What follows belongs to an exercise in optimizing a design on an open flow for small area; a production flow would make more cautious choices.
Only simulation tests tie the RTL to the original design; equivalence was not proved.

==> flow/design.v (outline; a module is shown in full before it is edited, if it fits) <==
// module demodulate: 1475 lines
module demodulate (
    input  wire               clk,
    input  wire               rst_n,
    input  wire               valid_in,
    input  wire signed [31:0] real_in,
    input  wire signed [31:0] imag_in,
    output reg                valid_out,
    output wire signed [31:0] demod_out
);
  // ...
==> flow/run.sh <==
#!/bin/bash
# synth_recipe.tcl (not shown) runs the flow's synth.tcl, then flattens the netlist and writes it again
# the make line also repeats each setting of config.mk as NAME=value (left out here)
make -C /OpenROAD-flow-scripts/flow DESIGN_CONFIG=/design/flow/config.mk WORK_HOME=/design/flow/orfs CLKGATE_MAP_FILE= SYNTH_SCRIPT=/design/flow/synth_recipe.tcl finish
==> flow/config.mk <==
export PLATFORM = sky130hd
export DESIGN_NAME = demodulate
export DESIGN_NICKNAME = demodulate
export VERILOG_FILES = /design/flow/design.v
export SDC_FILE = /design/flow/constraint.sdc
export NUM_CORES = 4
export LEC_CHECK = 0
export ABC_AREA = 1
export CAP_MARGIN = 20
export CORE_MARGIN = 2
export CORE_UTILIZATION = 40
export SLEW_MARGIN = 20
==> flow/constraint.sdc <==
create_clock -name core_clock -period 10.0 [get_ports {clk}]
set_input_delay 2.0000 -clock core_clock [delete_from_list [all_inputs] [get_ports {clk}]]
set_output_delay 2.0000 -clock core_clock [all_outputs]
set_load 0.01 [all_outputs]
==> flow_metrics.env, run 1 <==
export IMPL_syn_avg_cell_area_um2=7.51
export IMPL_seqCellArea_um2=4510
export IMPL_r2r_start="b[3]"
export IMPL_status="complete, no violations"
export IMPL_firstDrtPassIters=6
export IMPL_synth_nets=6252
export IMPL_hold_class="reg2reg"
export IMPL_max_cap_violations=0
export IMPL_ys_async_sr_fraction_pct=15.2
export IMPL_top_regs="dv.rg.den_r x54, dv.rg.rem_r x54"
export IMPL_nClkBuffers=37
export IMPL_synth_ff_type="dfxtp_1"
export IMPL_holdPathStages=0
export IMPL_critPathMostFrequentCell="nand2_2"
export IMPL_worst_slew_pin_slew_ps=1100
export IMPL_io_buffers=63
export IMPL_design_core_area_um2=100000
export IMPL_grt_pass1_wl_mm=202
export IMPL_cp_max_fo=5
export IMPL_gr_usage_met2_pct=41.8
export IMPL_multi_input_area_share_pct=72.0
export IMPL_critPathSlowestCell="fa_1"
export IMPL_critical_path_max_stage_delay_ps=560
export IMPL_synth_compound_area_share_pct=15.8
export IMPL_gp_congestion=0.953
export IMPL_top_layer="met5"
==> run 2: changes to the inputs <==
--- a/flow/design.v
+++ b/flow/design.v
@@ -2,22 +2,21 @@
     input  wire               clk,
     input  wire               rst_n,
     input  wire               valid_in,
     input  wire signed [31:0] real_in,
     input  wire signed [31:0] imag_in,
     output reg                valid_out,
     output wire signed [31:0] demod_out
 );
-    localparam [9:0] CUT = 10'b0001001001;
-    reg signed [13:0] a, b;
-    wire signed [13:0] c = real_in[13:0];
-    wire signed [13:0] d = imag_in[13:0];
+    reg [13:0] a, b;
+    wire [13:0] c = real_in[13:0];
+    wire [13:0] d = imag_in[13:0];
     always @(posedge clk or negedge rst_n)
-        if (!rst_n) begin a <= 14'sd0; b <= 14'sd0; end
+        if (!rst_n) begin a <= 14'd0; b <= 14'd0; end
         else if (valid_in) begin a <= c; b <= d; end
   wire eaone1 = a[0] ^ 1'b0;
   wire eatwo2 = (a[1] & ~a[0] & ~1'b0) | (~a[1] & a[0] & 1'b0);
   wire eaone3 = a[2] ^ a[1];
   wire eatwo4 = (a[3] & ~a[2] & ~a[1]) | (~a[3] & a[2] & a[1]);
   wire eaone5 = a[4] ^ a[3];
   wire eatwo6 = (a[5] & ~a[4] & ~a[3]) | (~a[5] & a[4] & a[3]);
   wire eaone7 = a[6] ^ a[5];
@@ -1399,77 +1398,500 @@
   wire c1378 = (pp824 & pp1004) | (pp824 & c1370) | (pp1004 & c1370);
   wire s1379 = c1372 ^ s1377 ^ c1374;
   wire c1380 = (c1372 & s1377) | (c1372 & c1374) | (s1377 & c1374);
   wire s1381 = 1'b1 ^ pp825 ^ pp1005;
   wire c1382 = (1'b1 & pp825) | (1'b1 & pp1005) | (pp825 & pp1005);
   wire s1383 = s1381 ^ c1378;
   wire c1384 = s1381 & c1378;
   wire [18:0] i_w = {c1382, s1383, c1376, s1375, c1360, s1359, c1336, s1335, c1304, s1303, c1264, s1263, c1216, c1190, s1187, c1138, s1137, c1090, s1089} + {c1384, c1380, s1379, c1368, s1367, c1348, s1347, c1320, s1319, c1284, s1283, c1240, s1239, s1215, s1189, s1163, c1112, s1111, lo886[10]} + lo1066[10];
-    reg signed [18:0] r1, i1;
-    reg v1;
+    reg [18:0] r1, i1;
     always @(posedge clk) begin r1 <= r_w; i1 <= i_w; end
     wire        sr = r1[18];
     wire        si = i1[18];
-    wire [17:0] R  = sr ? -r1[17:0] : r1[17:0];
-    wire [17:0] Y  = (si ? -i1[17:0] : i1[17:0]) + 18'd1;
-    wire [18:0] df = {1'b0, R} - {1'b0, Y};
-    wire        t  = ~df[18];
-    wire [17:0] An = t ? df[17:0] : -df[17:0];
-    wire [17:0] D  = R + Y;
-    wire        rz = (R == 18'd0);
-    wire [17:0] rem [0:10];
-    wire [17:0] den [0:10];
-    wire [9:0]  qb  [0:10];
-    wire [3:0]  fl  [0:10];    
-    wire        vv  [0:10];
-    assign rem[0] = An;
-    assign den[0] = D;
-    assign qb[0]  = 10'd0;
-    assign fl[0]  = {rz, si, sr, t};
-    assign vv[0]  = v1;
-    genvar k;
-    generate
-        for (k = 0; k < 10; k = k + 1) begin : dv
-            wire [18:0] r2 = {rem[k], 1'b0};
-            wire [19:0] sb = {1'b0, r2} - {2'b0, den[k]};
-            wire        ge = ~sb[19];
-            wire [17:0] nr = ge ? sb[17:0] : r2[17:0];
-            wire [9:0]  nq = {qb[k][8:0], ge};
-            if (CUT[k]) begin : rg
-                reg [17:0] rem_r, den_r;
-                reg [9:0]  q_r;
-                reg [3:0]  f_r;
-                always @(posedge clk) begin
-                    rem_r <= nr; den_r <= den[k]; q_r <= nq; f_r <= fl[k];
-                end
-                assign rem[k+1] = rem_r;
-                assign den[k+1] = den_r;
-                assign qb[k+1]  = q_r;
-                assign fl[k+1]  = f_r;
-            end else begin : cb
-                assign rem[k+1] = nr;
-                assign den[k+1] = den[k];
-                assign qb[k+1]  = nq;
-                assign fl[k+1]  = fl[k];
-            end
-        end
-    endgenerate
-    localparam integer NV = (CUT[0]+CUT[1]+CUT[2]+CUT[3]+CUT[4]+CUT[5]+CUT[6]+CUT[7]+CUT[8]+CUT[9]);
-    reg [NV:0] vp;
-    always @(posedge clk or negedge rst_n)
-        if (!rst_n) begin v1 <= 1'b0; vp <= 0; valid_out <= 1'b0; end
-        else begin v1 <= valid_in; vp <= {vp[NV-1:0], v1}; valid_out <= vp[NV-1]; end
+    wire [17:0] u  = r1[17:0] ^ {18{sr}};
+    wire [17:0] v  = i1[17:0] ^ {18{si}};
+    wire [17:0] D  = u + v + sr + si + 1'b1;
+    wire [18:0] g  = {1'b0, v} + {1'b1, ~u} + {18'd0, si} + {18'd0, ~sr} + 19'd1;
+    wire        t  = g[18];
+    wire [17:0] An = (g[17:0] ^ {18{t}}) + t;
+    wire        rz = ~|r1;
+    wire [17:0] nD = ~D;
+    wire [17:0] rem0 = An;
+    wire [17:0] nd0 = nD;
+    wire [3:0] fl0 = {rz, si, sr, t};
+    wire [9:0] q0 = 10'd0;
+    wire [18:0] a_0 = {rem0, 1'b0};
+    wire [18:0] n_0 = {1'b1, nd0};
+    wire [18:0] g_0 = a_0 & n_0;
+    wire [18:0] p_0 = a_0 ^ n_0;
+    wire [19:0] c_0;
+    assign c_0[0] = 1'b1;
+    assign c_0[1] = g_0[0] | (p_0[0] & c_0[0]);
+    assign c_0[2] = g_0[1] | (p_0[1] & g_0[0]) | (p_0[1] & p_0[0] & c_0[0]);
+    assign c_0[3] = g_0[2] | (p_0[2] & c_0[2]);
+    assign c_0[4] = g_0[3] | (p_0[3] & g_0[2]) | (p_0[3] & p_0[2] & c_0[2]);
+    assign c_0[5] = g_0[4] | (p_0[4] & c_0[4]);
+    assign c_0[6] = g_0[5] | (p_0[5] & g_0[4]) | (p_0[5] & p_0[4] & c_0[4]);
+    assign c_0[7] = g_0[6] | (p_0[6] & c_0[6]);
+    assign c_0[8] = g_0[7] | (p_0[7] & g_0[6]) | (p_0[7] & p_0[6] & c_0[6]);
+    assign c_0[9] = g_0[8] | (p_0[8] & c_0[8]);
+    assign c_0[10] = g_0[9] | (p_0[9] & g_0[8]) | (p_0[9] & p_0[8] & c_0[8]);
+    assign c_0[11] = g_0[10] | (p_0[10] & c_0[10]);
+    assign c_0[12] = g_0[11] | (p_0[11] & g_0[10]) | (p_0[11] & p_0[10] & c_0[10]);
+    assign c_0[13] = g_0[12] | (p_0[12] & c_0[12]);
+    assign c_0[14] = g_0[13] | (p_0[13] & g_0[12]) | (p_0[13] & p_0[12] & c_0[12]);
+    assign c_0[15] = g_0[14] | (p_0[14] & c_0[14]);
+    assign c_0[16] = g_0[15] | (p_0[15] & g_0[14]) | (p_0[15] & p_0[14] & c_0[14]);
+    assign c_0[17] = g_0[16] | (p_0[16] & c_0[16]);
+    assign c_0[18] = g_0[17] | (p_0[17] & g_0[16]) | (p_0[17] & p_0[16] & c_0[16]);
+    assign c_0[19] = g_0[18] | (p_0[18] & c_0[18]);
+    wire ge_0 = c_0[19];
+    wire [17:0] nr_0 = ge_0 ? (p_0[17:0] ^ c_0[17:0]) : a_0[17:0];
+    wire [9:0] nq_0 = {q0[8:0], ge_0};
+    reg [17:0] rem1, nd1; reg [0:0] qr1; reg [3:0] fl1;
+    always @(posedge clk) begin rem1 <= nr_0; nd1 <= nd0; qr1 <= nq_0[0:0]; fl1 <= fl0; end
+    wire [9:0] q1 = {9'd0, qr1};
+    wire [18:0] a_1 = {rem1, 1'b0};
+    wire [18:0] n_1 = {1'b1, nd1};
+    wire [18:0] g_1 = a_1 & n_1;
+    wire [18:0] p_1 = a_1 ^ n_1;
+    wire [19:0] c_1;
+    assign c_1[0] = 1'b1;
+    assign c_1[1] = g_1[0] | (p_1[0] & c_1[0]);
+    assign c_1[2] = g_1[1] | (p_1[1] & g_1[0]) | (p_1[1] & p_1[0] & c_1[0]);
+    assign c_1[3] = g_1[2] | (p_1[2] & c_1[2]);
+    assign c_1[4] = g_1[3] | (p_1[3] & g_1[2]) | (p_1[3] & p_1[2] & c_1[2]);
+    assign c_1[5] = g_1[4] | (p_1[4] & c_1[4]);
+    assign c_1[6] = g_1[5] | (p_1[5] & g_1[4]) | (p_1[5] & p_1[4] & c_1[4]);
+    assign c_1[7] = g_1[6] | (p_1[6] & c_1[6]);
+    assign c_1[8] = g_1[7] | (p_1[7] & g_1[6]) | (p_1[7] & p_1[6] & c_1[6]);
+    assign c_1[9] = g_1[8] | (p_1[8] & c_1[8]);
+    assign c_1[10] = g_1[9] | (p_1[9] & g_1[8]) | (p_1[9] & p_1[8] & c_1[8]);
+    assign c_1[11] = g_1[10] | (p_1[10] & c_1[10]);
+    assign c_1[12] = g_1[11] | (p_1[11] & g_1[10]) | (p_1[11] & p_1[10] & c_1[10]);
+    assign c_1[13] = g_1[12] | (p_1[12] & c_1[12]);
+    assign c_1[14] = g_1[13] | (p_1[13] & g_1[12]) | (p_1[13] & p_1[12] & c_1[12]);
+    assign c_1[15] = g_1[14] | (p_1[14] & c_1[14]);
+    assign c_1[16] = g_1[15] | (p_1[15] & g_1[14]) | (p_1[15] & p_1[14] & c_1[14]);
+    assign c_1[17] = g_1[16] | (p_1[16] & c_1[16]);
+    assign c_1[18] = g_1[17] | (p_1[17] & g_1[16]) | (p_1[17] & p_1[16] & c_1[16]);
+    assign c_1[19] = g_1[18] | (p_1[18] & c_1[18]);
+    wire ge_1 = c_1[19];
+    wire [17:0] nr_1 = ge_1 ? (p_1[17:0] ^ c_1[17:0]) : a_1[17:0];
+    wire [9:0] nq_1 = {q1[8:0], ge_1};
+    wire [17:0] rem2 = nr_1; wire [17:0] nd2 = nd1; wire [9:0] q2 = nq_1; wire [3:0] fl2 = fl1;
+    wire [18:0] a_2 = {rem2, 1'b0};
+    wire [18:0] n_2 = {1'b1, nd2};
+    wire [18:0] g_2 = a_2 & n_2;
+    wire [18:0] p_2 = a_2 ^ n_2;
+    wire [19:0] c_2;
+    assign c_2[0] = 1'b1;
+    assign c_2[1] = g_2[0] | (p_2[0] & c_2[0]);
+    assign c_2[2] = g_2[1] | (p_2[1] & g_2[0]) | (p_2[1] & p_2[0] & c_2[0]);
+    assign c_2[3] = g_2[2] | (p_2[2] & c_2[2]);
+    assign c_2[4] = g_2[3] | (p_2[3] & g_2[2]) | (p_2[3] & p_2[2] & c_2[2]);
+    assign c_2[5] = g_2[4] | (p_2[4] & c_2[4]);
+    assign c_2[6] = g_2[5] | (p_2[5] & g_2[4]) | (p_2[5] & p_2[4] & c_2[4]);
+    assign c_2[7] = g_2[6] | (p_2[6] & c_2[6]);
+    assign c_2[8] = g_2[7] | (p_2[7] & g_2[6]) | (p_2[7] & p_2[6] & c_2[6]);
+    assign c_2[9] = g_2[8] | (p_2[8] & c_2[8]);
+    assign c_2[10] = g_2[9] | (p_2[9] & g_2[8]) | (p_2[9] & p_2[8] & c_2[8]);
+    assign c_2[11] = g_2[10] | (p_2[10] & c_2[10]);
+    assign c_2[12] = g_2[11] | (p_2[11] & g_2[10]) | (p_2[11] & p_2[10] & c_2[10]);
+    assign c_2[13] = g_2[12] | (p_2[12] & c_2[12]);
+    assign c_2[14] = g_2[13] | (p_2[13] & g_2[12]) | (p_2[13] & p_2[12] & c_2[12]);
+    assign c_2[15] = g_2[14] | (p_2[14] & c_2[14]);
+    assign c_2[16] = g_2[15] | (p_2[15] & g_2[14]) | (p_2[15] & p_2[14] & c_2[14]);
+    assign c_2[17] = g_2[16] | (p_2[16] & c_2[16]);
+    assign c_2[18] = g_2[17] | (p_2[17] & g_2[16]) | (p_2[17] & p_2[16] & c_2[16]);
+    assign c_2[19] = g_2[18] | (p_2[18] & c_2[18]);
+    wire ge_2 = c_2[19];
+    wire [17:0] nr_2 = ge_2 ? (p_2[17:0] ^ c_2[17:0]) : a_2[17:0];
+    wire [9:0] nq_2 = {q2[8:0], ge_2};
+    wire [17:0] rem3 = nr_2; wire [17:0] nd3 = nd2; wire [9:0] q3 = nq_2; wire [3:0] fl3 = fl2;
+    wire [18:0] a_3 = {rem3, 1'b0};
+    wire [18:0] n_3 = {1'b1, nd3};
+    wire [18:0] g_3 = a_3 & n_3;
+    wire [18:0] p_3 = a_3 ^ n_3;
+    wire [19:0] c_3;
+    assign c_3[0] = 1'b1;
+    assign c_3[1] = g_3[0] | (p_3[0] & c_3[0]);
+    assign c_3[2] = g_3[1] | (p_3[1] & g_3[0]) | (p_3[1] & p_3[0] & c_3[0]);
+    assign c_3[3] = g_3[2] | (p_3[2] & c_3[2]);
+    assign c_3[4] = g_3[3] | (p_3[3] & g_3[2]) | (p_3[3] & p_3[2] & c_3[2]);
+    assign c_3[5] = g_3[4] | (p_3[4] & c_3[4]);
+    assign c_3[6] = g_3[5] | (p_3[5] & g_3[4]) | (p_3[5] & p_3[4] & c_3[4]);
+    assign c_3[7] = g_3[6] | (p_3[6] & c_3[6]);
+    assign c_3[8] = g_3[7] | (p_3[7] & g_3[6]) | (p_3[7] & p_3[6] & c_3[6]);
+    assign c_3[9] = g_3[8] | (p_3[8] & c_3[8]);
+    assign c_3[10] = g_3[9] | (p_3[9] & g_3[8]) | (p_3[9] & p_3[8] & c_3[8]);
+    assign c_3[11] = g_3[10] | (p_3[10] & c_3[10]);
+    assign c_3[12] = g_3[11] | (p_3[11] & g_3[10]) | (p_3[11] & p_3[10] & c_3[10]);
+    assign c_3[13] = g_3[12] | (p_3[12] & c_3[12]);
+    assign c_3[14] = g_3[13] | (p_3[13] & g_3[12]) | (p_3[13] & p_3[12] & c_3[12]);
+    assign c_3[15] = g_3[14] | (p_3[14] & c_3[14]);
+    assign c_3[16] = g_3[15] | (p_3[15] & g_3[14]) | (p_3[15] & p_3[14] & c_3[14]);
+    assign c_3[17] = g_3[16] | (p_3[16] & c_3[16]);
+    assign c_3[18] = g_3[17] | (p_3[17] & g_3[16]) | (p_3[17] & p_3[16] & c_3[16]);
+    assign c_3[19] = g_3[18] | (p_3[18] & c_3[18]);
+    wire ge_3 = c_3[19];
+    wire [17:0] nr_3 = ge_3 ? (p_3[17:0] ^ c_3[17:0]) : a_3[17:0];
+    wire [9:0] nq_3 = {q3[8:0], ge_3};
+    reg [17:0] rem4, nd4; reg [3:0] qr4; reg [3:0] fl4;
+    always @(posedge clk) begin rem4 <= nr_3; nd4 <= nd3; qr4 <= nq_3[3:0]; fl4 <= fl3; end
+    wire [9:0] q4 = {6'd0, qr4};
+    wire [18:0] a_4 = {rem4, 1'b0};
+    wire [18:0] n_4 = {1'b1, nd4};
+    wire [18:0] g_4 = a_4 & n_4;
+    wire [18:0] p_4 = a_4 ^ n_4;
+    wire [19:0] c_4;
+    assign c_4[0] = 1'b1;
+    assign c_4[1] = g_4[0] | (p_4[0] & c_4[0]);
+    assign c_4[2] = g_4[1] | (p_4[1] & g_4[0]) | (p_4[1] & p_4[0] & c_4[0]);
+    assign c_4[3] = g_4[2] | (p_4[2] & c_4[2]);
+    assign c_4[4] = g_4[3] | (p_4[3] & g_4[2]) | (p_4[3] & p_4[2] & c_4[2]);
+    assign c_4[5] = g_4[4] | (p_4[4] & c_4[4]);
+    assign c_4[6] = g_4[5] | (p_4[5] & g_4[4]) | (p_4[5] & p_4[4] & c_4[4]);
+    assign c_4[7] = g_4[6] | (p_4[6] & c_4[6]);
+    assign c_4[8] = g_4[7] | (p_4[7] & g_4[6]) | (p_4[7] & p_4[6] & c_4[6]);
+    assign c_4[9] = g_4[8] | (p_4[8] & c_4[8]);
+    assign c_4[10] = g_4[9] | (p_4[9] & g_4[8]) | (p_4[9] & p_4[8] & c_4[8]);
+    assign c_4[11] = g_4[10] | (p_4[10] & c_4[10]);
+    assign c_4[12] = g_4[11] | (p_4[11] & g_4[10]) | (p_4[11] & p_4[10] & c_4[10]);
+    assign c_4[13] = g_4[12] | (p_4[12] & c_4[12]);
+    assign c_4[14] = g_4[13] | (p_4[13] & g_4[12]) | (p_4[13] & p_4[12] & c_4[12]);
+    assign c_4[15] = g_4[14] | (p_4[14] & c_4[14]);
+    assign c_4[16] = g_4[15] | (p_4[15] & g_4[14]) | (p_4[15] & p_4[14] & c_4[14]);
+    assign c_4[17] = g_4[16] | (p_4[16] & c_4[16]);
+    assign c_4[18] = g_4[17] | (p_4[17] & g_4[16]) | (p_4[17] & p_4[16] & c_4[16]);
+    assign c_4[19] = g_4[18] | (p_4[18] & c_4[18]);
+    wire ge_4 = c_4[19];
+    wire [17:0] nr_4 = ge_4 ? (p_4[17:0] ^ c_4[17:0]) : a_4[17:0];
+    wire [9:0] nq_4 = {q4[8:0], ge_4};
+    wire [17:0] rem5 = nr_4; wire [17:0] nd5 = nd4; wire [9:0] q5 = nq_4; wire [3:0] fl5 = fl4;
+    wire [18:0] a_5 = {rem5, 1'b0};
+    wire [18:0] n_5 = {1'b1, nd5};
+    wire [18:0] g_5 = a_5 & n_5;
+    wire [18:0] p_5 = a_5 ^ n_5;
+    wire [19:0] c_5;
+    assign c_5[0] = 1'b1;
+    assign c_5[1] = g_5[0] | (p_5[0] & c_5[0]);
+    assign c_5[2] = g_5[1] | (p_5[1] & g_5[0]) | (p_5[1] & p_5[0] & c_5[0]);
+    assign c_5[3] = g_5[2] | (p_5[2] & c_5[2]);
+    assign c_5[4] = g_5[3] | (p_5[3] & g_5[2]) | (p_5[3] & p_5[2] & c_5[2]);
+    assign c_5[5] = g_5[4] | (p_5[4] & c_5[4]);
+    assign c_5[6] = g_5[5] | (p_5[5] & g_5[4]) | (p_5[5] & p_5[4] & c_5[4]);
+    assign c_5[7] = g_5[6] | (p_5[6] & c_5[6]);
+    assign c_5[8] = g_5[7] | (p_5[7] & g_5[6]) | (p_5[7] & p_5[6] & c_5[6]);
+    assign c_5[9] = g_5[8] | (p_5[8] & c_5[8]);
+    assign c_5[10] = g_5[9] | (p_5[9] & g_5[8]) | (p_5[9] & p_5[8] & c_5[8]);
+    assign c_5[11] = g_5[10] | (p_5[10] & c_5[10]);
+    assign c_5[12] = g_5[11] | (p_5[11] & g_5[10]) | (p_5[11] & p_5[10] & c_5[10]);
+    assign c_5[13] = g_5[12] | (p_5[12] & c_5[12]);
+    assign c_5[14] = g_5[13] | (p_5[13] & g_5[12]) | (p_5[13] & p_5[12] & c_5[12]);
+    assign c_5[15] = g_5[14] | (p_5[14] & c_5[14]);
+    assign c_5[16] = g_5[15] | (p_5[15] & g_5[14]) | (p_5[15] & p_5[14] & c_5[14]);
+    assign c_5[17] = g_5[16] | (p_5[16] & c_5[16]);
+    assign c_5[18] = g_5[17] | (p_5[17] & g_5[16]) | (p_5[17] & p_5[16] & c_5[16]);
+    assign c_5[19] = g_5[18] | (p_5[18] & c_5[18]);
+    wire ge_5 = c_5[19];
+    wire [17:0] nr_5 = ge_5 ? (p_5[17:0] ^ c_5[17:0]) : a_5[17:0];
+    wire [9:0] nq_5 = {q5[8:0], ge_5};
+    wire [17:0] rem6 = nr_5; wire [17:0] nd6 = nd5; wire [9:0] q6 = nq_5; wire [3:0] fl6 = fl5;
+    wire [18:0] a_6 = {rem6, 1'b0};
+    wire [18:0] n_6 = {1'b1, nd6};
+    wire [18:0] g_6 = a_6 & n_6;
+    wire [18:0] p_6 = a_6 ^ n_6;
+    wire [19:0] c_6;
+    assign c_6[0] = 1'b1;
+    assign c_6[1] = g_6[0] | (p_6[0] & c_6[0]);
+    assign c_6[2] = g_6[1] | (p_6[1] & g_6[0]) | (p_6[1] & p_6[0] & c_6[0]);
+    assign c_6[3] = g_6[2] | (p_6[2] & c_6[2]);
+    assign c_6[4] = g_6[3] | (p_6[3] & g_6[2]) | (p_6[3] & p_6[2] & c_6[2]);
+    assign c_6[5] = g_6[4] | (p_6[4] & c_6[4]);
+    assign c_6[6] = g_6[5] | (p_6[5] & g_6[4]) | (p_6[5] & p_6[4] & c_6[4]);
+    assign c_6[7] = g_6[6] | (p_6[6] & c_6[6]);
+    assign c_6[8] = g_6[7] | (p_6[7] & g_6[6]) | (p_6[7] & p_6[6] & c_6[6]);
+    assign c_6[9] = g_6[8] | (p_6[8] & c_6[8]);
+    assign c_6[10] = g_6[9] | (p_6[9] & g_6[8]) | (p_6[9] & p_6[8] & c_6[8]);
+    assign c_6[11] = g_6[10] | (p_6[10] & c_6[10]);
+    assign c_6[12] = g_6[11] | (p_6[11] & g_6[10]) | (p_6[11] & p_6[10] & c_6[10]);
+    assign c_6[13] = g_6[12] | (p_6[12] & c_6[12]);
+    assign c_6[14] = g_6[13] | (p_6[13] & g_6[12]) | (p_6[13] & p_6[12] & c_6[12]);
+    assign c_6[15] = g_6[14] | (p_6[14] & c_6[14]);
+    assign c_6[16] = g_6[15] | (p_6[15] & g_6[14]) | (p_6[15] & p_6[14] & c_6[14]);
+    assign c_6[17] = g_6[16] | (p_6[16] & c_6[16]);
+    assign c_6[18] = g_6[17] | (p_6[17] & g_6[16]) | (p_6[17] & p_6[16] & c_6[16]);
+    assign c_6[19] = g_6[18] | (p_6[18] & c_6[18]);
+    wire ge_6 = c_6[19];
+    wire [17:0] nr_6 = ge_6 ? (p_6[17:0] ^ c_6[17:0]) : a_6[17:0];
+    wire [9:0] nq_6 = {q6[8:0], ge_6};
+    reg [17:0] rem7, nd7; reg [6:0] qr7; reg [3:0] fl7;
+    always @(posedge clk) begin rem7 <= nr_6; nd7 <= nd6; qr7 <= nq_6[6:0]; fl7 <= fl6; end
+    wire [9:0] q7 = {3'd0, qr7};
+    wire [18:0] a_7 = {rem7, 1'b0};
+    wire [18:0] n_7 = {1'b1, nd7};
+    wire [18:0] g_7 = a_7 & n_7;
+    wire [18:0] p_7 = a_7 ^ n_7;
+    wire [19:0] c_7;
+    assign c_7[0] = 1'b1;
+    assign c_7[1] = g_7[0] | (p_7[0] & c_7[0]);
+    assign c_7[2] = g_7[1] | (p_7[1] & g_7[0]) | (p_7[1] & p_7[0] & c_7[0]);
+    assign c_7[3] = g_7[2] | (p_7[2] & c_7[2]);
+    assign c_7[4] = g_7[3] | (p_7[3] & g_7[2]) | (p_7[3] & p_7[2] & c_7[2]);
+    assign c_7[5] = g_7[4] | (p_7[4] & c_7[4]);
+    assign c_7[6] = g_7[5] | (p_7[5] & g_7[4]) | (p_7[5] & p_7[4] & c_7[4]);
+    assign c_7[7] = g_7[6] | (p_7[6] & c_7[6]);
+    assign c_7[8] = g_7[7] | (p_7[7] & g_7[6]) | (p_7[7] & p_7[6] & c_7[6]);
+    assign c_7[9] = g_7[8] | (p_7[8] & c_7[8]);
+    assign c_7[10] = g_7[9] | (p_7[9] & g_7[8]) | (p_7[9] & p_7[8] & c_7[8]);
+    assign c_7[11] = g_7[10] | (p_7[10] & c_7[10]);
+    assign c_7[12] = g_7[11] | (p_7[11] & g_7[10]) | (p_7[11] & p_7[10] & c_7[10]);
+    assign c_7[13] = g_7[12] | (p_7[12] & c_7[12]);
+    assign c_7[14] = g_7[13] | (p_7[13] & g_7[12]) | (p_7[13] & p_7[12] & c_7[12]);
+    assign c_7[15] = g_7[14] | (p_7[14] & c_7[14]);
+    assign c_7[16] = g_7[15] | (p_7[15] & g_7[14]) | (p_7[15] & p_7[14] & c_7[14]);
+    assign c_7[17] = g_7[16] | (p_7[16] & c_7[16]);
+    assign c_7[18] = g_7[17] | (p_7[17] & g_7[16]) | (p_7[17] & p_7[16] & c_7[16]);
+    assign c_7[19] = g_7[18] | (p_7[18] & c_7[18]);
+    wire ge_7 = c_7[19];
+    wire [17:0] nr_7 = ge_7 ? (p_7[17:0] ^ c_7[17:0]) : a_7[17:0];
+    wire [9:0] nq_7 = {q7[8:0], ge_7};
+    wire [17:0] rem8 = nr_7; wire [17:0] nd8 = nd7; wire [9:0] q8 = nq_7; wire [3:0] fl8 = fl7;
+    wire [18:0] a_8 = {rem8, 1'b0};
+    wire [18:0] n_8 = {1'b1, nd8};
+    wire [18:0] g_8 = a_8 & n_8;
+    wire [18:0] p_8 = a_8 ^ n_8;
+    wire [19:0] c_8;
+    assign c_8[0] = 1'b1;
+    assign c_8[1] = g_8[0] | (p_8[0] & c_8[0]);
+    assign c_8[2] = g_8[1] | (p_8[1] & g_8[0]) | (p_8[1] & p_8[0] & c_8[0]);
+    assign c_8[3] = g_8[2] | (p_8[2] & c_8[2]);
+    assign c_8[4] = g_8[3] | (p_8[3] & g_8[2]) | (p_8[3] & p_8[2] & c_8[2]);
+    assign c_8[5] = g_8[4] | (p_8[4] & c_8[4]);
+    assign c_8[6] = g_8[5] | (p_8[5] & g_8[4]) | (p_8[5] & p_8[4] & c_8[4]);
+    assign c_8[7] = g_8[6] | (p_8[6] & c_8[6]);
+    assign c_8[8] = g_8[7] | (p_8[7] & g_8[6]) | (p_8[7] & p_8[6] & c_8[6]);
+    assign c_8[9] = g_8[8] | (p_8[8] & c_8[8]);
+    assign c_8[10] = g_8[9] | (p_8[9] & g_8[8]) | (p_8[9] & p_8[8] & c_8[8]);
+    assign c_8[11] = g_8[10] | (p_8[10] & c_8[10]);
+    assign c_8[12] = g_8[11] | (p_8[11] & g_8[10]) | (p_8[11] & p_8[10] & c_8[10]);
+    assign c_8[13] = g_8[12] | (p_8[12] & c_8[12]);
+    assign c_8[14] = g_8[13] | (p_8[13] & g_8[12]) | (p_8[13] & p_8[12] & c_8[12]);
+    assign c_8[15] = g_8[14] | (p_8[14] & c_8[14]);
+    assign c_8[16] = g_8[15] | (p_8[15] & g_8[14]) | (p_8[15] & p_8[14] & c_8[14]);
+    assign c_8[17] = g_8[16] | (p_8[16] & c_8[16]);
+    assign c_8[18] = g_8[17] | (p_8[17] & g_8[16]) | (p_8[17] & p_8[16] & c_8[16]);
+    assign c_8[19] = g_8[18] | (p_8[18] & c_8[18]);
+    wire ge_8 = c_8[19];
+    wire [17:0] nr_8 = ge_8 ? (p_8[17:0] ^ c_8[17:0]) : a_8[17:0];
+    wire [9:0] nq_8 = {q8[8:0], ge_8};
+    wire [17:0] rem9 = nr_8; wire [17:0] nd9 = nd8; wire [9:0] q9 = nq_8; wire [3:0] fl9 = fl8;
+    wire [18:0] a_9 = {rem9, 1'b0};
+    wire [18:0] n_9 = {1'b1, nd9};
+    wire [18:0] g_9 = a_9 & n_9;
+    wire [18:0] p_9 = a_9 ^ n_9;
+    wire [19:0] c_9;
+    assign c_9[0] = 1'b1;
+    assign c_9[1] = g_9[0] | (p_9[0] & c_9[0]);
+    assign c_9[2] = g_9[1] | (p_9[1] & g_9[0]) | (p_9[1] & p_9[0] & c_9[0]);
+    assign c_9[3] = g_9[2] | (p_9[2] & c_9[2]);
+    assign c_9[4] = g_9[3] | (p_9[3] & g_9[2]) | (p_9[3] & p_9[2] & c_9[2]);
+    assign c_9[5] = g_9[4] | (p_9[4] & c_9[4]);
+    assign c_9[6] = g_9[5] | (p_9[5] & g_9[4]) | (p_9[5] & p_9[4] & c_9[4]);
+    assign c_9[7] = g_9[6] | (p_9[6] & c_9[6]);
+    assign c_9[8] = g_9[7] | (p_9[7] & g_9[6]) | (p_9[7] & p_9[6] & c_9[6]);
+    assign c_9[9] = g_9[8] | (p_9[8] & c_9[8]);
+    assign c_9[10] = g_9[9] | (p_9[9] & g_9[8]) | (p_9[9] & p_9[8] & c_9[8]);
+    assign c_9[11] = g_9[10] | (p_9[10] & c_9[10]);
+    assign c_9[12] = g_9[11] | (p_9[11] & g_9[10]) | (p_9[11] & p_9[10] & c_9[10]);
+    assign c_9[13] = g_9[12] | (p_9[12] & c_9[12]);
+    assign c_9[14] = g_9[13] | (p_9[13] & g_9[12]) | (p_9[13] & p_9[12] & c_9[12]);
+    assign c_9[15] = g_9[14] | (p_9[14] & c_9[14]);
+    assign c_9[16] = g_9[15] | (p_9[15] & g_9[14]) | (p_9[15] & p_9[14] & c_9[14]);
+    assign c_9[17] = g_9[16] | (p_9[16] & c_9[16]);
+    assign c_9[18] = g_9[17] | (p_9[17] & g_9[16]) | (p_9[17] & p_9[16] & c_9[16]);
+    assign c_9[19] = g_9[18] | (p_9[18] & c_9[18]);
+    wire ge_9 = c_9[19];
+    wire [17:0] nr_9 = ge_9 ? (p_9[17:0] ^ c_9[17:0]) : a_9[17:0];
+    wire [9:0] nq_9 = {q9[8:0], ge_9};
+    wire [17:0] rem10 = nr_9; wire [17:0] nd10 = nd9; wire [9:0] q10 = nq_9; wire [3:0] fl10 = fl9;
     reg [10:0] qf;
-    reg [2:0]  ff;   
+    reg [2:0]  ff;
     always @(posedge clk) begin
-        qf <= fl[10][3] ? 11'd1024 : {1'b0, qb[10]};
-        ff <= fl[10][2:0];
+        qf <= fl10[3] ? 11'd1024 : {1'b0, q10};
+        ff <= fl10[2:0];
     end
-    wire [17:0] m201  = {qf, 7'd0} + {qf, 6'd0} + {qf, 3'd0} + qf;
-    wire [9:0]  m     = m201[17:8];
-    wire [11:0] base  = ff[1] ? 12'd2412 : 12'd804;
-    wire [11:0] angle = (ff[1] == ff[0]) ? base + m : base - m;
-    wire [20:0] g379  = {angle, 8'd0} + {angle, 7'd0} - {angle, 2'd0} - angle;
-    wire [11:0] mag   = g379[20:9];
-    wire [12:0] smag  = ff[2] ? -{1'b0, mag} : {1'b0, mag};
+    localparam integer NV = 6;
+    reg [NV-2:0] vp;
+    always @(posedge clk or negedge rst_n)
+        if (!rst_n) begin vp <= 0; valid_out <= 1'b0; end
+        else begin vp <= {vp[NV-3:0], valid_in}; valid_out <= vp[NV-2]; end
+  wire s3385 = qf[0] ^ qf[3];
+  wire c3386 = qf[0] & qf[3];
+  wire s3387 = qf[0] ^ qf[1] ^ qf[4];
+  wire c3388 = (qf[0] & qf[1]) | (qf[0] & qf[4]) | (qf[1] & qf[4]);
+  wire s3389 = qf[7] ^ c3386;
+  wire c3390 = qf[7] & c3386;
+  wire s3391 = qf[1] ^ qf[2] ^ qf[5];
+  wire c3392 = (qf[1] & qf[2]) | (qf[1] & qf[5]) | (qf[2] & qf[5]);
+  wire s3393 = qf[8] ^ c3388 ^ s3391;
+  wire c3394 = (qf[8] & c3388) | (qf[8] & s3391) | (c3388 & s3391);
+  wire s3395 = qf[2] ^ qf[3] ^ qf[6];
+  wire c3396 = (qf[2] & qf[3]) | (qf[2] & qf[6]) | (qf[3] & qf[6]);
+  wire s3397 = qf[9] ^ c3392 ^ s3395;
+  wire c3398 = (qf[9] & c3392) | (qf[9] & s3395) | (c3392 & s3395);
+  wire s3399 = qf[3] ^ qf[4] ^ qf[7];
+  wire c3400 = (qf[3] & qf[4]) | (qf[3] & qf[7]) | (qf[4] & qf[7]);
+  wire s3401 = qf[10] ^ c3396 ^ s3399;
+  wire c3402 = (qf[10] & c3396) | (qf[10] & s3399) | (c3396 & s3399);
+  wire s3403 = qf[4] ^ qf[5] ^ qf[8];
+  wire c3404 = (qf[4] & qf[5]) | (qf[4] & qf[8]) | (qf[5] & qf[8]);
+  wire s3405 = c3400 ^ s3403;
+  wire c3406 = c3400 & s3403;
+  wire s3407 = qf[5] ^ qf[6] ^ qf[9];
+  wire c3408 = (qf[5] & qf[6]) | (qf[5] & qf[9]) | (qf[6] & qf[9]);
+  wire s3409 = c3404 ^ s3407;
+  wire c3410 = c3404 & s3407;
+  wire s3411 = qf[6] ^ qf[7] ^ qf[10];
+  wire c3412 = (qf[6] & qf[7]) | (qf[6] & qf[10]) | (qf[7] & qf[10]);
+  wire s3413 = c3408 ^ s3411;
+  wire c3414 = c3408 & s3411;
+  wire s3415 = qf[7] ^ qf[8] ^ c3412;
+  wire c3416 = (qf[7] & qf[8]) | (qf[7] & c3412) | (qf[8] & c3412);
+  wire s3417 = qf[8] ^ qf[9];
+  wire c3418 = qf[8] & qf[9];
+  wire s3419 = qf[9] ^ qf[10];
+  wire c3420 = qf[9] & qf[10];
+  wire [17:0] m201 = {qf[10], c3418, s3417, c3414, c3410, c3406, s3405, c3398, c3394, c3390, s3387, qf[6], qf[2], qf[1], qf[0], qf[2], qf[1], qf[0]} + {c3420, s3419, c3416, s3415, s3413, s3409, c3402, s3401, s3397, s3393, s3389, s3385, qf[5], qf[4], qf[3], 1'b0, 1'b0, 1'b0};
+  reg [9:0] mm; reg tn, srm, sim;
+  always @(posedge clk) begin mm <= m201[17:8]; tn <= ff[2] ^ ff[1] ^ ff[0]; srm <= ff[1]; sim <= ff[2]; end
+  wire iv3421 = tn;
+  wire mb3422 = mm[0] ^ iv3421;
+  wire mb3423 = mm[1] ^ iv3421;
+  wire mb3424 = mm[2] ^ iv3421;
+  wire mb3425 = mm[3] ^ iv3421;
+  wire mb3426 = mm[4] ^ iv3421;
+  wire mb3427 = mm[5] ^ iv3421;
+  wire mb3428 = mm[6] ^ iv3421;
+  wire mb3429 = mm[7] ^ iv3421;
+  wire mb3430 = mm[8] ^ iv3421;
+  wire mb3431 = mm[9] ^ iv3421;
+  wire iv3432 = tn;
+  wire mb3433 = mm[0] ^ iv3432;
+  wire mb3434 = mm[1] ^ iv3432;
+  wire mb3435 = mm[2] ^ iv3432;
+  wire mb3436 = mm[3] ^ iv3432;
+  wire mb3437 = mm[4] ^ iv3432;
+  wire mb3438 = mm[5] ^ iv3432;
+  wire mb3439 = mm[6] ^ iv3432;
+  wire mb3440 = mm[7] ^ iv3432;
+  wire mb3441 = mm[8] ^ iv3432;
+  wire mb3442 = mm[9] ^ iv3432;
+  wire iv3443 = ~tn;
+  wire mb3444 = mm[0] ^ iv3443;
+  wire mb3445 = mm[1] ^ iv3443;
+  wire mb3446 = mm[2] ^ iv3443;
+  wire mb3447 = mm[3] ^ iv3443;
+  wire mb3448 = mm[4] ^ iv3443;
+  wire mb3449 = mm[5] ^ iv3443;
+  wire mb3450 = mm[6] ^ iv3443;
+  wire mb3451 = mm[7] ^ iv3443;
+  wire mb3452 = mm[8] ^ iv3443;
+  wire mb3453 = mm[9] ^ iv3443;
+  wire iv3454 = ~tn;
+  wire mb3455 = mm[0] ^ iv3454;
+  wire mb3456 = mm[1] ^ iv3454;
+  wire mb3457 = mm[2] ^ iv3454;
+  wire mb3458 = mm[3] ^ iv3454;
+  wire mb3459 = mm[4] ^ iv3454;
+  wire mb3460 = mm[5] ^ iv3454;
+  wire mb3461 = mm[6] ^ iv3454;
+  wire mb3462 = mm[7] ^ iv3454;
+  wire mb3463 = mm[8] ^ iv3454;
+  wire mb3464 = mm[9] ^ iv3454;
+  wire kb3465 = (~srm & ~sim & ~tn) | (~srm & sim & tn) | (srm & ~sim & ~tn) | (srm & sim & tn);
+  wire kb3466 = (~srm & sim & tn) | (srm & sim & tn);
+  wire kb3467 = (~srm & ~sim & tn) | (srm & ~sim & tn);
+  wire kb3468 = (~srm & ~sim & tn) | (~srm & sim & ~tn) | (srm & ~sim & ~tn) | (srm & sim & tn);
+  wire kb3469 = (~srm & ~sim & ~tn) | (~srm & sim & ~tn) | (~srm & sim & tn) | (srm & sim & tn);
+  wire kb3470 = (~srm & sim & ~tn) | (~srm & sim & tn) | (srm & ~sim & ~tn) | (srm & ~sim & tn) | (srm & sim & ~tn);
+  wire kb3471 = (~srm & ~sim & ~tn) | (~srm & ~sim & tn) | (srm & ~sim & ~tn) | (srm & ~sim & tn);
+  wire kb3472 = (~srm & ~sim & tn) | (~srm & sim & ~tn) | (srm & ~sim & ~tn) | (srm & sim & tn);
+  wire kb3473 = (~srm & ~sim & tn) | (~srm & sim & ~tn) | (~srm & sim & tn) | (srm & sim & ~tn);
+  wire kb3474 = (~srm & ~sim & ~tn) | (~srm & ~sim & tn) | (~srm & sim & ~tn) | (srm & ~sim & ~tn) | (srm & sim & ~tn);
+  wire kb3475 = (~srm & ~sim & tn) | (~srm & sim & ~tn) | (~srm & sim & tn) | (srm & ~sim & ~tn) | (srm & ~sim & tn);
+  wire kb3476 = (~srm & sim & tn) | (srm & ~sim & ~tn) | (srm & sim & ~tn);
+  wire kb3477 = (~srm & ~sim & ~tn) | (~srm & sim & tn) | (srm & ~sim & ~tn) | (srm & ~sim & tn) | (srm & sim & ~tn) | (srm & sim & tn);
+  wire kb3478 = (~srm & ~sim & tn) | (srm & ~sim & tn) | (srm & sim & ~tn);
+  wire kb3479 = (~srm & sim & ~tn) | (~srm & sim & tn) | (srm & ~sim & ~tn) | (srm & ~sim & tn) | (srm & sim & ~tn);
+  wire kb3480 = (~srm & ~sim & ~tn) | (~srm & ~sim & tn) | (srm & ~sim & ~tn) | (srm & ~sim & tn) | (srm & sim & ~tn);
+  wire kb3481 = (~srm & sim & ~tn) | (~srm & sim & tn) | (srm & ~sim & ~tn) | (srm & ~sim & tn) | (srm & sim & ~tn);
+  wire kb3482 = (~srm & ~sim & tn) | (~srm & sim & ~tn) | (srm & ~sim & tn);
+  wire kb3483 = (~srm & ~sim & ~tn) | (~srm & ~sim & tn) | (~srm & sim & tn) | (srm & ~sim & ~tn) | (srm & ~sim & tn) | (srm & sim & tn);
+  wire kb3484 = (~srm & ~sim & tn) | (~srm & sim & ~tn) | (srm & ~sim & ~tn) | (srm & sim & tn);
+  wire kb3485 = (~srm & ~sim & tn) | (~srm & sim & ~tn) | (~srm & sim & tn) | (srm & sim & ~tn);
+  wire kb3486 = (~srm & ~sim & tn) | (~srm & sim & ~tn) | (~srm & sim & tn) | (srm & sim & ~tn) | (srm & sim & tn);
+  wire s3487 = kb3467 ^ mb3444;
+  wire c3488 = kb3467 & mb3444;
+  wire s3489 = kb3468 ^ mb3445 ^ mb3458;
+  wire c3490 = (kb3468 & mb3445) | (kb3468 & mb3458) | (mb3445 & mb3458);
+  wire s3491 = kb3469 ^ mb3446 ^ mb3459;
+  wire c3492 = (kb3469 & mb3446) | (kb3469 & mb3459) | (mb3446 & mb3459);
+  wire s3493 = kb3470 ^ mb3447 ^ mb3460;
+  wire c3494 = (kb3470 & mb3447) | (kb3470 & mb3460) | (mb3447 & mb3460);
+  wire s3495 = kb3471 ^ mb3448 ^ mb3461;
+  wire c3496 = (kb3471 & mb3448) | (kb3471 & mb3461) | (mb3448 & mb3461);
+  wire s3497 = kb3472 ^ mb3433 ^ mb3449;
+  wire c3498 = (kb3472 & mb3433) | (kb3472 & mb3449) | (mb3433 & mb3449);
+  wire s3499 = mb3462 ^ c3496;
+  wire c3500 = mb3462 & c3496;
+  wire s3501 = kb3473 ^ mb3422 ^ mb3434;
+  wire c3502 = (kb3473 & mb3422) | (kb3473 & mb3434) | (mb3422 & mb3434);
+  wire s3503 = mb3450 ^ mb3463 ^ c3498;
+  wire c3504 = (mb3450 & mb3463) | (mb3450 & c3498) | (mb3463 & c3498);
+  wire s3505 = s3501 ^ c3500;
+  wire c3506 = s3501 & c3500;
+  wire s3507 = kb3474 ^ mb3423 ^ mb3435;
+  wire c3508 = (kb3474 & mb3423) | (kb3474 & mb3435) | (mb3423 & mb3435);
+  wire s3509 = mb3451 ^ mb3464 ^ c3502;
+  wire c3510 = (mb3451 & mb3464) | (mb3451 & c3502) | (mb3464 & c3502);
+  wire s3511 = s3507 ^ c3504 ^ s3509;
+  wire c3512 = (s3507 & c3504) | (s3507 & s3509) | (c3504 & s3509);
+  wire s3513 = kb3475 ^ mb3424 ^ mb3436;
+  wire c3514 = (kb3475 & mb3424) | (kb3475 & mb3436) | (mb3424 & mb3436);
+  wire s3515 = mb3452 ^ c3508 ^ s3513;
+  wire c3516 = (mb3452 & c3508) | (mb3452 & s3513) | (c3508 & s3513);
+  wire s3517 = c3510 ^ s3515;
+  wire c3518 = c3510 & s3515;
+  wire s3519 = kb3476 ^ mb3425 ^ mb3437;
+  wire c3520 = (kb3476 & mb3425) | (kb3476 & mb3437) | (mb3425 & mb3437);
+  wire s3521 = mb3453 ^ c3514 ^ s3519;
+  wire c3522 = (mb3453 & c3514) | (mb3453 & s3519) | (c3514 & s3519);
+  wire s3523 = c3516 ^ s3521;
+  wire c3524 = c3516 & s3521;
+  wire s3525 = kb3477 ^ mb3426 ^ mb3438;
+  wire c3526 = (kb3477 & mb3426) | (kb3477 & mb3438) | (mb3426 & mb3438);
+  wire s3527 = c3520 ^ s3525 ^ c3522;
+  wire c3528 = (c3520 & s3525) | (c3520 & c3522) | (s3525 & c3522);
+  wire s3529 = kb3478 ^ mb3427 ^ mb3439;
+  wire c3530 = (kb3478 & mb3427) | (kb3478 & mb3439) | (mb3427 & mb3439);
+  wire s3531 = c3526 ^ s3529;
+  wire c3532 = c3526 & s3529;
+  wire s3533 = kb3479 ^ mb3428 ^ mb3440;
+  wire c3534 = (kb3479 & mb3428) | (kb3479 & mb3440) | (mb3428 & mb3440);
+  wire s3535 = c3530 ^ s3533;
+  wire c3536 = c3530 & s3533;
+  wire s3537 = kb3480 ^ mb3429 ^ mb3441;
+  wire c3538 = (kb3480 & mb3429) | (kb3480 & mb3441) | (mb3429 & mb3441);
+  wire s3539 = c3534 ^ s3537;
+  wire c3540 = c3534 & s3537;
+  wire s3541 = kb3481 ^ mb3430 ^ mb3442;
+  wire c3542 = (kb3481 & mb3430) | (kb3481 & mb3442) | (mb3430 & mb3442);
+  wire s3543 = c3538 ^ s3541;
+  wire c3544 = c3538 & s3541;
+  wire s3545 = kb3482 ^ mb3431 ^ c3542;
+  wire c3546 = (kb3482 & mb3431) | (kb3482 & c3542) | (mb3431 & c3542);
+  wire [21:0] wsum = {kb3486, kb3485, kb3484, kb3483, c3544, c3540, c3536, c3532, s3531, c3524, c3518, s3517, c3506, s3503, s3497, c3494, c3492, c3490, c3488, mb3457, kb3466, kb3465} + {1'b0, 1'b0, 1'b0, c3546, s3545, s3543, s3539, s3535, c3528, s3527, s3523, c3512, s3511, s3505, s3499, s3495, s3493, s3491, s3489, s3487, mb3456, mb3455};
+  wire [12:0] smag = wsum[21:9];
     assign demod_out = {{19{smag[12]}}, smag};
 endmodule
==> flow/config.mk (replaced) <==
export PLATFORM = sky130hd
export DESIGN_NAME = demodulate
export DESIGN_NICKNAME = demodulate
export VERILOG_FILES = /design/flow/design.v
export SDC_FILE = /design/flow/constraint.sdc
export NUM_CORES = 4
export LEC_CHECK = 0
export ABC_AREA = 1
export CAP_MARGIN = 20
export CORE_MARGIN = 2
export CORE_UTILIZATION = 60
export PLACE_DENSITY = 0.7
export SLEW_MARGIN = 20
==> flow_metrics.env, run 2 <==
export IMPL_hold_class="reg2reg"
export IMPL_viasPerCell=5.66
export IMPL_dieArea_um2=65000
export IMPL_syn_to_final_growth_pct=6.55
export IMPL_grt_pass1_wl_mm=160
export IMPL_clk_pin_slew_worst_paths_ps=60
export IMPL_critical_path_max_stage_delay_ps=430
export IMPL_ctsHoldBuffers=0
export IMPL_final_cell_mix="inv_1 (841), xor2_1 (538), nand2_1 (529)"
export IMPL_synth_cell_type_count=56
export IMPL_post_route_min_period_ps=8940
export IMPL_critPathMostFrequentCell="nand2_1"
export IMPL_synth_top_family_by_area="adder cells"
export IMPL_die_w_um=255
export IMPL_max_cap_violations=0
export IMPL_cp_max_fo=32
export IMPL_ys_async_sr_fraction_pct=14.7
export IMPL_drt_iter0_markers=2410
export IMPL_clockRootBuffer="clkbuf_16"
export IMPL_synthMuxAreaShare_pct=0
export IMPL_fmax_mhz=112
export IMPL_crit_arrival_ps=9410
export IMPL_htreeDepth=1
export IMPL_final_common_cell="inv_1"
export IMPL_relSlewSlack_pct=26.5
export IMPL_yosysSeqAreaShare_pct=12.7
export IMPL_report_final_slew_viol_count=0
export IMPL_top_regs="i1 x19, r1 x19"
export IMPL_cts_buffers=27
export IMPL_fin_crit_sh_pct=89.4
export IMPL_worstPathRequired_ps=10470
export IMPL_firstDrtPassIters=8
export IMPL_synth_nets=5460
export IMPL_vias=30100
export IMPL_status="complete, no violations"
export IMPL_synth_compound_area_share_pct=13.0
export IMPL_syn_avg_cell_area_um2=8.41
export IMPL_synth_xor_area_share_pct=14.8
export IMPL_n_fill_cell=5468
export IMPL_critPathSlowestCell="fa_1"
export IMPL_tns_ps=0
export IMPL_ant_nets=0
export IMPL_initial_utilization_pct=60.4
export IMPL_die_h_um=255
export IMPL_rsz0062_at_grt="false"
export IMPL_synth_most_common_cell="inv_1"
export IMPL_synthAdderAreaFrac_pct=39.3
export IMPL_pre_cts_slack_ps=965
export IMPL_synth_area_um2=37800
export IMPL_ctsLongestPathBuffers=3
export IMPL_timing_final_ws_setup_ps=1060
export IMPL_clkLatencyLatePin_ps=610
export IMPL_yosys_area_top_type="fa_1"
export IMPL_drive_gt1_share_pct=5.68
export IMPL_synth_edf_count=0
export IMPL_drc_errors=0
export IMPL_synth_ff_type="dfxtp_1"
export IMPL_final_area_um2=40300
export IMPL_cp_end_kind="flip-flop"
export IMPL_hold_viol_final=0
export IMPL_timing_worst_setup_path_type="reg2reg"
export IMPL_gp_congestion=1.01
export IMPL_startpoint_type="flip-flop"
export IMPL_io_buffers=63
export IMPL_gr_total_overflow=0
export IMPL_grtUsageTotal_pct=31.3
export IMPL_reg2reg_slack_ps=1060
export IMPL_grt_pass1_vias=30500
export IMPL_cts_tree="built"
export IMPL_synth_top_cell_area_share_pct=25.3
export IMPL_setup_violations=0
export IMPL_diodes=0
export IMPL_fin_skew_ps=45.2
export IMPL_dpl_hpwl_mm=75.7
export IMPL_nets=5416
export IMPL_drt_total_wl_mm=97.7
export IMPL_routedWlPerCell_um=18.4
export IMPL_rows=92
export IMPL_yosys_top_cells_count="inv_1 (841), xor2_1 (538), nand2_1 (529), fa_1 (478), ha_1 (423)"
export IMPL_synth_area_top_cells="fa_1 (25%), ha_1 (14%), xor2_1 (12%), dfxtp_1 (10%), inv_1 (8.4%)"
export IMPL_ios=100
export IMPL_clkSinkCount=231
export IMPL_antenna_found_initial=0
export IMPL_yosys_area_share_simple_pct=8.82
export IMPL_worst_slew_pin_slew_ps=1100
export IMPL_ys_warn_count=1
export IMPL_grt_max_degree=58
export IMPL_netlist_instances=4492
export IMPL_place_area_um2=39300
export IMPL_ys_ff_latch=231
export IMPL_design_core_area_um2=62600
[run 2: changes by cell type in the layout (fill, tap and decap cells not counted), moves of 23 or more]
cell,before,now
o21ai_0,229,148
inv_2,54,20
nor2_1,264,115
nand4_1,33,6
clkdlybuf4s50_1,31,61
nand3_1,176,113
fa_1,391,478
nand2_2,61,10
a21oi_1,275,152
ha_1,400,423
nand2_1,766,529
nor3_1,33,7
buf_4,164,103
[run 2: path summary, 6_finish.rpt]
path,startpoint,endpoint,cells past startpoint
worst max-delay path,nd1[0],rem4[11],56
worst min-delay path,qr1,qr4[3],0
worst max register to register,nd1[0],rem4[11],56
worst min register to register,qr1,qr4[3],0
max in group asynchronous,rst_n,b[3],1
min in group asynchronous,rst_n,a[4],1
[run 2: repair_timing]
action                     in CTS  in global routing
resized for setup               0                  1
setup endpoints to repair       0                 18
buffers inserted                0                  0
[run 2: logic make-up (layout without fill, tap and decap cells)]
kind of cell / count (synthesis) / after routing
flip-flops: 231 / 231
AND/OR/NAND/NOR: 807 / 807
AO/OA/AOI/OAI: 816 / 816
XOR/XNOR: 625 / 625
buffers and inverters: 1112 / 1088
adder cells (fa/ha/maj): 901 / 901
[run 2: metal layers]
metal / part of all wire, % / up-vias / track usage, %
met3: 10 / 317 / 6.95
met2: 44 / 1353 / 49.6
met1: 40 / 14200 / 41.0
met5: 0 / - / 0
met4: 5.6 / 0 / 14.2
li1: - / 14200 / -
[run 2: critical path, delay by kind of cell, from the launching register on]
kind	cells	cell delay, ps
AND/OR/NAND/NOR	31	3080
buffers and inverters	8	1330
flip-flops	1	400
AO/OA/AOI/OAI	14	2930
adder cells (fa/ha/maj)	3	1050
[run 2: final cells by class]
| class | instances | area (µm²) | area share (%) |
|---|---|---|---|
| multi-input cells | 3149 | 28700 | 71.4 |
| flip-flops and latches | 231 | 4790 | 11.9 |
| inverters | 872 | 3270 | 8.13 |
| repair buffers | 167 | 1410 | 3.51 |
| well taps | 846 | 1060 | 2.63 |
| clock buffers | 35 | 777 | 1.93 |
| clock inverters | 14 | 209 | 0.519 |
[run 2: metrics by stage]
| step | std cells | util (%) | hold slack [ps] |
|---|---|---|---|
| after floorplan | 4492 | - | 310 |
| after global placement | 5265 | 62.7 | 313 |
| after detailed placement | 5265 | 62.7 | 313 |
| after CTS | 5314 | 64.3 | 320 |
| after global routing | 5314 | 64.3 | 323 |
| final | 5314 | 64.3 | 310 |
==> run 3: changes to the inputs <==
--- a/flow/config.mk
+++ b/flow/config.mk
@@ -10,4 +10,3 @@
 export CORE_MARGIN = 2
-export CORE_UTILIZATION = 60
-export PLACE_DENSITY = 0.7
+export CORE_UTILIZATION = 40
 export SLEW_MARGIN = 20
==> flow_metrics.env, run 3 <==
export IMPL_netlist_instances=4492
export IMPL_hold_viol_final=0
export IMPL_die_h_um=311
export IMPL_viasPerCell=5.23
export IMPL_synth_most_common_cell="inv_1"
export IMPL_critical_path_max_stage_delay_ps=530
export IMPL_fin_crit_sh_pct=88.6
export IMPL_ys_ff_latch=231
export IMPL_ant_nets=0
export IMPL_synth_top_family_by_area="adder cells"
export IMPL_cp_end_kind="flip-flop"
export IMPL_final_common_cell="inv_1"
export IMPL_ctsLongestPathBuffers=3
export IMPL_rsz0062_at_grt="false"
export IMPL_vias=30000
export IMPL_top_regs="i1 x19, r1 x19"
export IMPL_synth_cell_type_count=56
export IMPL_critPathMostFrequentCell="nand2_1"
export IMPL_place_area_um2=39800
export IMPL_report_final_slew_viol_count=0
export IMPL_antenna_found_initial=0
export IMPL_setup_violations=0
export IMPL_critPathSlowestCell="dfxtp_1"
export IMPL_clk_pin_slew_worst_paths_ps=60
export IMPL_dieArea_um2=97000
export IMPL_fin_skew_ps=48.9
export IMPL_ys_async_sr_fraction_pct=14.7
export IMPL_ys_warn_count=1
export IMPL_synth_nets=5460
export IMPL_cts_buffers=29
export IMPL_crit_arrival_ps=9340
export IMPL_diodes=0
export IMPL_post_route_min_period_ps=8860
export IMPL_startpoint_type="flip-flop"
export IMPL_fmax_mhz=113
export IMPL_synth_area_top_cells="fa_1 (25%), ha_1 (14%), xor2_1 (12%), dfxtp_1 (10%), inv_1 (8.4%)"
export IMPL_n_fill_cell=9358
export IMPL_clkSinkCount=231
export IMPL_design_core_area_um2=93500
export IMPL_worst_slew_pin_slew_ps=1050
export IMPL_gr_total_overflow=0
export IMPL_gp_congestion=0.942
export IMPL_htreeDepth=1
export IMPL_tns_ps=0
export IMPL_final_cell_mix="inv_1 (841), xor2_1 (538), nand2_1 (529)"
export IMPL_holdPathStages=0
export IMPL_path_buf_inv=7
export IMPL_drt_total_wl_mm=106
export IMPL_timing_final_ws_setup_ps=1140
export IMPL_status="complete, no violations"
export IMPL_timing_worst_setup_path_type="reg2reg"
export IMPL_worstPathRequired_ps=10480
export IMPL_synth_top_cell_area_share_pct=25.3
export IMPL_clkLatencyLatePin_ps=640
export IMPL_max_cap_violations=0
export IMPL_dpl_hpwl_mm=82.5
export IMPL_grt_pass1_wl_mm=169
export IMPL_grtUsageTotal_pct=21.9
export IMPL_synthAdderAreaFrac_pct=39.3
export IMPL_firstDrtPassIters=6
export IMPL_syn_to_final_growth_pct=8.14
export IMPL_initial_utilization_pct=40.4
export IMPL_grt_max_degree=58
export IMPL_syn_avg_cell_area_um2=8.41
export IMPL_synth_xor_area_share_pct=14.8
export IMPL_yosys_area_top_type="fa_1"
export IMPL_hold_class="reg2reg"
export IMPL_relSlewSlack_pct=29.7
export IMPL_rows=112
export IMPL_ctsHoldBuffers=0
export IMPL_die_w_um=311
export IMPL_crit_family="simple AND/OR/NAND/NOR gates"
export IMPL_final_area_um2=40900
export IMPL_r2r_end="rem4[13]"
export IMPL_pre_cts_slack_ps=951
export IMPL_clockRootBuffer="clkbuf_16"
export IMPL_min_from="qr1"
export IMPL_synth_area_um2=37800
export IMPL_drc_errors=0
export IMPL_yosysSeqAreaShare_pct=12.7
export IMPL_drive_gt1_share_pct=5.96
export IMPL_drt_iter0_markers=1993
export IMPL_synth_ff_type="dfxtp_1"
export IMPL_reg2reg_depth=55
export IMPL_yosys_top_cells_count="inv_1 (841), xor2_1 (538), nand2_1 (529), fa_1 (478), ha_1 (423)"
export IMPL_hold_path_end="qr4[3]"
export IMPL_synth_compound_area_share_pct=13.0
export IMPL_routedWlPerCell_um=18.5
export IMPL_ios=100
export IMPL_synth_edf_count=0
export IMPL_reg2reg_slack_ps=1140
export IMPL_io_buffers=63
export IMPL_nets=5425
export IMPL_synthMuxAreaShare_pct=0
export IMPL_cp_max_fo=32
export IMPL_grt_pass1_vias=30900
export IMPL_r2r_start="nd1[2]"
export IMPL_critPathLaunch="nd1[2]"
export IMPL_cts_tree="built"
export IMPL_yosys_area_share_simple_pct=8.82
run 3: cell counts after synthesis:
Identical to the previous run, type by type.
run 3: worst max-delay path by stage:
stage / endpoint / slack (ps) / cells after the start
3_5_place_dp: i1[18] / 950 / 29
3_3_place_gp: i1[18] / 1000 / 29
6_report: rem4[13] / 1140 / 55
4_1_cts: rem7[3] / 930 / 54
5_1_grt: rem7[6] / 90 / 54
2_1_floorplan: r1[17] / 2000 / 30
run 3: logic make-up after synthesis:
group / count (synthesis)
compound gates: 816
xor+xnor: 625
fa+ha+maj: 901
buf+inv: 1112
flops: 231
simple gates: 807
run 3: what timing repair did:
item / in CTS / in global routing
hold endpoints to repair: 0 / 0
resized for setup: 0 / 1
setup buffers: 0 / 0
endpoints found under the setup margin: 0 / 19
run 3: stage by stage:
step / hold WS [ps] / util (%) / instances
floorplan: 310 / - / 4492
global placement: 310 / 42.6 / 5680
detailed placement: 312 / 42.6 / 5680
CTS: 324 / 43.7 / 5733
global route: 332 / 43.7 / 5733
finish: 324 / 43.7 / 5733
run 3: layer usage:
layer / track usage [%] / vias up / share of wire, %
li1: - / 14200 / -
met1: 26.6 / 14300 / 40
met2: 38.0 / 1155 / 47
met3: 3.25 / 347 / 7.0
met4: 9.91 / 0 / 5.3
met5: 0 / - / 0
run 3: final cells by class:
type                    instances  area, µm²  area share, %
clock inverters                18        225          0.551
flip-flops and latches        231       4790           11.7
repair buffers                174       1460           3.56
well taps                    1254       1570           3.84
inverters                     872       3270           8.01
multi-input cells            3149      28800           70.4
clock buffers                  35        790           1.93
==> run 4: changes to the inputs <==
--- a/flow/config.mk
+++ b/flow/config.mk
@@ -8,5 +8,6 @@
 export ABC_AREA = 1
-export CAP_MARGIN = 20
+export CAP_MARGIN = 5
 export CORE_MARGIN = 2
 export CORE_UTILIZATION = 40
-export SLEW_MARGIN = 20
+export CTS_BUF_LIST = sky130_fd_sc_hd__clkbuf_4 sky130_fd_sc_hd__clkbuf_8
+export SLEW_MARGIN = 5
==> flow_metrics.env, run 4 <==
export IMPL_critPathSlowestCell="dfxtp_1"
export IMPL_r2r_end="rem4[14]"
export IMPL_synth_compound_area_share_pct=13.0
export IMPL_grt_pass1_wl_mm=170
export IMPL_status="complete, no violations"
export IMPL_dieArea_um2=97000
export IMPL_tns_ps=0
export IMPL_final_common_cell="inv_1"
export IMPL_syn_avg_cell_area_um2=8.41
export IMPL_fin_crit_sh_pct=89.1
export IMPL_drt_total_wl_mm=106
export IMPL_fmax_mhz=112
export IMPL_critical_path_max_stage_delay_ps=530
export IMPL_max_cap_violations=0
export IMPL_synth_nets=5460
export IMPL_firstDrtPassIters=6
export IMPL_cts_buffers=46
export IMPL_top_regs="i1 x19, r1 x19"
export IMPL_grt_pass1_vias=31000
export IMPL_post_cts_resized=0
export IMPL_hold_class="reg2reg"
export IMPL_die_h_um=311
export IMPL_setup_violations=0
export IMPL_cp_max_fo=32
export IMPL_ys_async_sr_fraction_pct=14.7
export IMPL_rsz0062_at_grt="false"
export IMPL_multi_input_area_um2=28800
export IMPL_synthMuxAreaShare_pct=0
export IMPL_synth_area_top_cells="fa_1 (25%), ha_1 (14%), xor2_1 (12%), dfxtp_1 (10%), inv_1 (8.4%)"
export IMPL_reg2reg_slack_ps=1090
export IMPL_ctsLongestPathBuffers=3
export IMPL_yosys_area_top_type="fa_1"
export IMPL_yosys_area_share_simple_pct=8.82
export IMPL_yosys_top_cells_count="inv_1 (841), xor2_1 (538), nand2_1 (529), fa_1 (478), ha_1 (423)"
export IMPL_ys_warn_count=1
export IMPL_critPathLaunch="nd1[2]"
export IMPL_worstPathRequired_ps=10490
export IMPL_synth_cell_type_count=56
export IMPL_synth_area_um2=37800
export IMPL_antenna_found_initial=3
export IMPL_use_met1_pct=26.5
export IMPL_gp_congestion=0.942
export IMPL_ant_nets=0
export IMPL_ctsHoldBuffers=0
export IMPL_reg2reg_depth=55
export IMPL_drc_errors=0
export IMPL_synth_top_cell_area_share_pct=25.3
export IMPL_crit_arrival_ps=9390
export IMPL_synth_top_family_by_area="adder cells"
export IMPL_use_met3_pct=3.62
export IMPL_synthAdderAreaFrac_pct=39.3
export IMPL_rows=112
export IMPL_vias=30100
export IMPL_io_buffers=63
export IMPL_cts_setup_buffers=0
export IMPL_fin_skew_ps=75.5
export IMPL_drive_gt1_share_pct=6.67
export IMPL_syn_to_final_growth_pct=8.47
export IMPL_ys_ff_latch=231
export IMPL_synth_most_common_cell="inv_1"
export IMPL_viasPerCell=5.22
export IMPL_post_route_min_period_ps=8910
export IMPL_nets=5442
export IMPL_report_final_slew_viol_count=0
export IMPL_grtUsageTotal_pct=22.0
export IMPL_htreeDepth=2
export IMPL_cp_end_kind="flip-flop"
export IMPL_drt_iter0_markers=2118
export IMPL_initial_utilization_pct=40.4
## run 4: cell count changes in the layout (fill, tap and decap cells not counted), sizes merged
cell,delta
clkbuf,+25
bufinv,+5
clkinv,+3
inv,-2
diode,+1
## run 4: per-layer routing
metal | vias to the layer above | part of all wire (%)
li1 | 14200 | -
met3 | 342 | 7.1
met2 | 1074 | 48
met5 | - | 0.025
met1 | 14500 | 40
met4 | 4 | 4.9
## run 4: worst min-delay path by stage
stage | startpoint | endpoint | cells after the start
6_report | qr1 | qr4[3] | 0
5_1_grt | fl1[1] | fl4[1] | 0
2_1_floorplan | fl7[0] | ff[0] | 0
4_1_cts | qr1 | qr4[3] | 0
3_3_place_gp | qr1 | qr4[3] | 0
3_5_place_dp | fl4[1] | fl7[1] | 0
## run 4: logic make-up after synthesis
group | after synthesis
flops | 231
fa+ha+maj | 901
compound gates | 816
xor+xnor | 625
simple gates | 807
buf+inv | 1112
## run 4: worst max-delay path: cells and delay by family, from the launching register on
| kind | cells | cell delay, ps |
|---|---|---|
| flip-flops | 1 | 530 |
| AO/OA/AOI/OAI | 14 | 3020 |
| adder cells (fa/ha/maj) | 3 | 920 |
| AND/OR/NAND/NOR | 31 | 3210 |
| buffers and inverters | 7 | 1030 |
## run 4: through the flow
step	utilization (%)	area, µm²	setup slack, ps	instances
after floorplan	-	37800	2000	4492
after global placement	42.6	39800	1000	5680
after detailed placement	42.6	39800	951	5680
after CTS	43.9	41000	926	5764
after global routing	43.9	41000	95.3	5765
final	43.9	41000	1090	5765
## run 4: area by class of cell
cell class	count	area share [%]
Tap cell	1254	3.83
Timing Repair Buffer	174	3.55
Inverter	872	7.98
Sequential cell	231	11.7
Clock buffer	60	1.89
Antenna cell	1	0.00610
Clock inverter	24	0.894
Multi-Input combinational cell	3149	70.2

## re-timing with driven ports
How much do the figures lean on ideal ports? The routed layouts below were timed once more, with nothing changed but the port constraints.
Step 1: set_driving_cell puts a clkbuf_16 on clk and a buf_2 on each other input, an assumption about the parent block.
Step 2 times the ports against the registers' clock, not the clock port: input delays grow and output delays shrink by t, the midpoint of the rising clock arrivals with the driver on.
a / b / c = ideal ports / drivers / drivers and shift; a / b = the first two.
run	t, ns	slack for setup (ns)	clock arrival spread, ns	worst data-port slew with drivers (ns)	cell pins on the clock port's net
run 1	0.681	0.318 / 0.253 / 0.674	0.039 / 0.040	0.06	1
run 2	0.650	1.055 / 1.055 / 0.742	0.049 / 0.048	0.04	1
run 3	0.675	1.142 / 1.142 / 0.872	0.050 / 0.050	0.07	1
run 4	0.694	1.094 / 1.094 / 0.917	0.093 / 0.093	0.07	1
After both steps setup and hold are still met in every run listed. The setup slack of run 2, which loses most, moves by 0.000 ns with the drivers and by -0.313 ns with both steps.
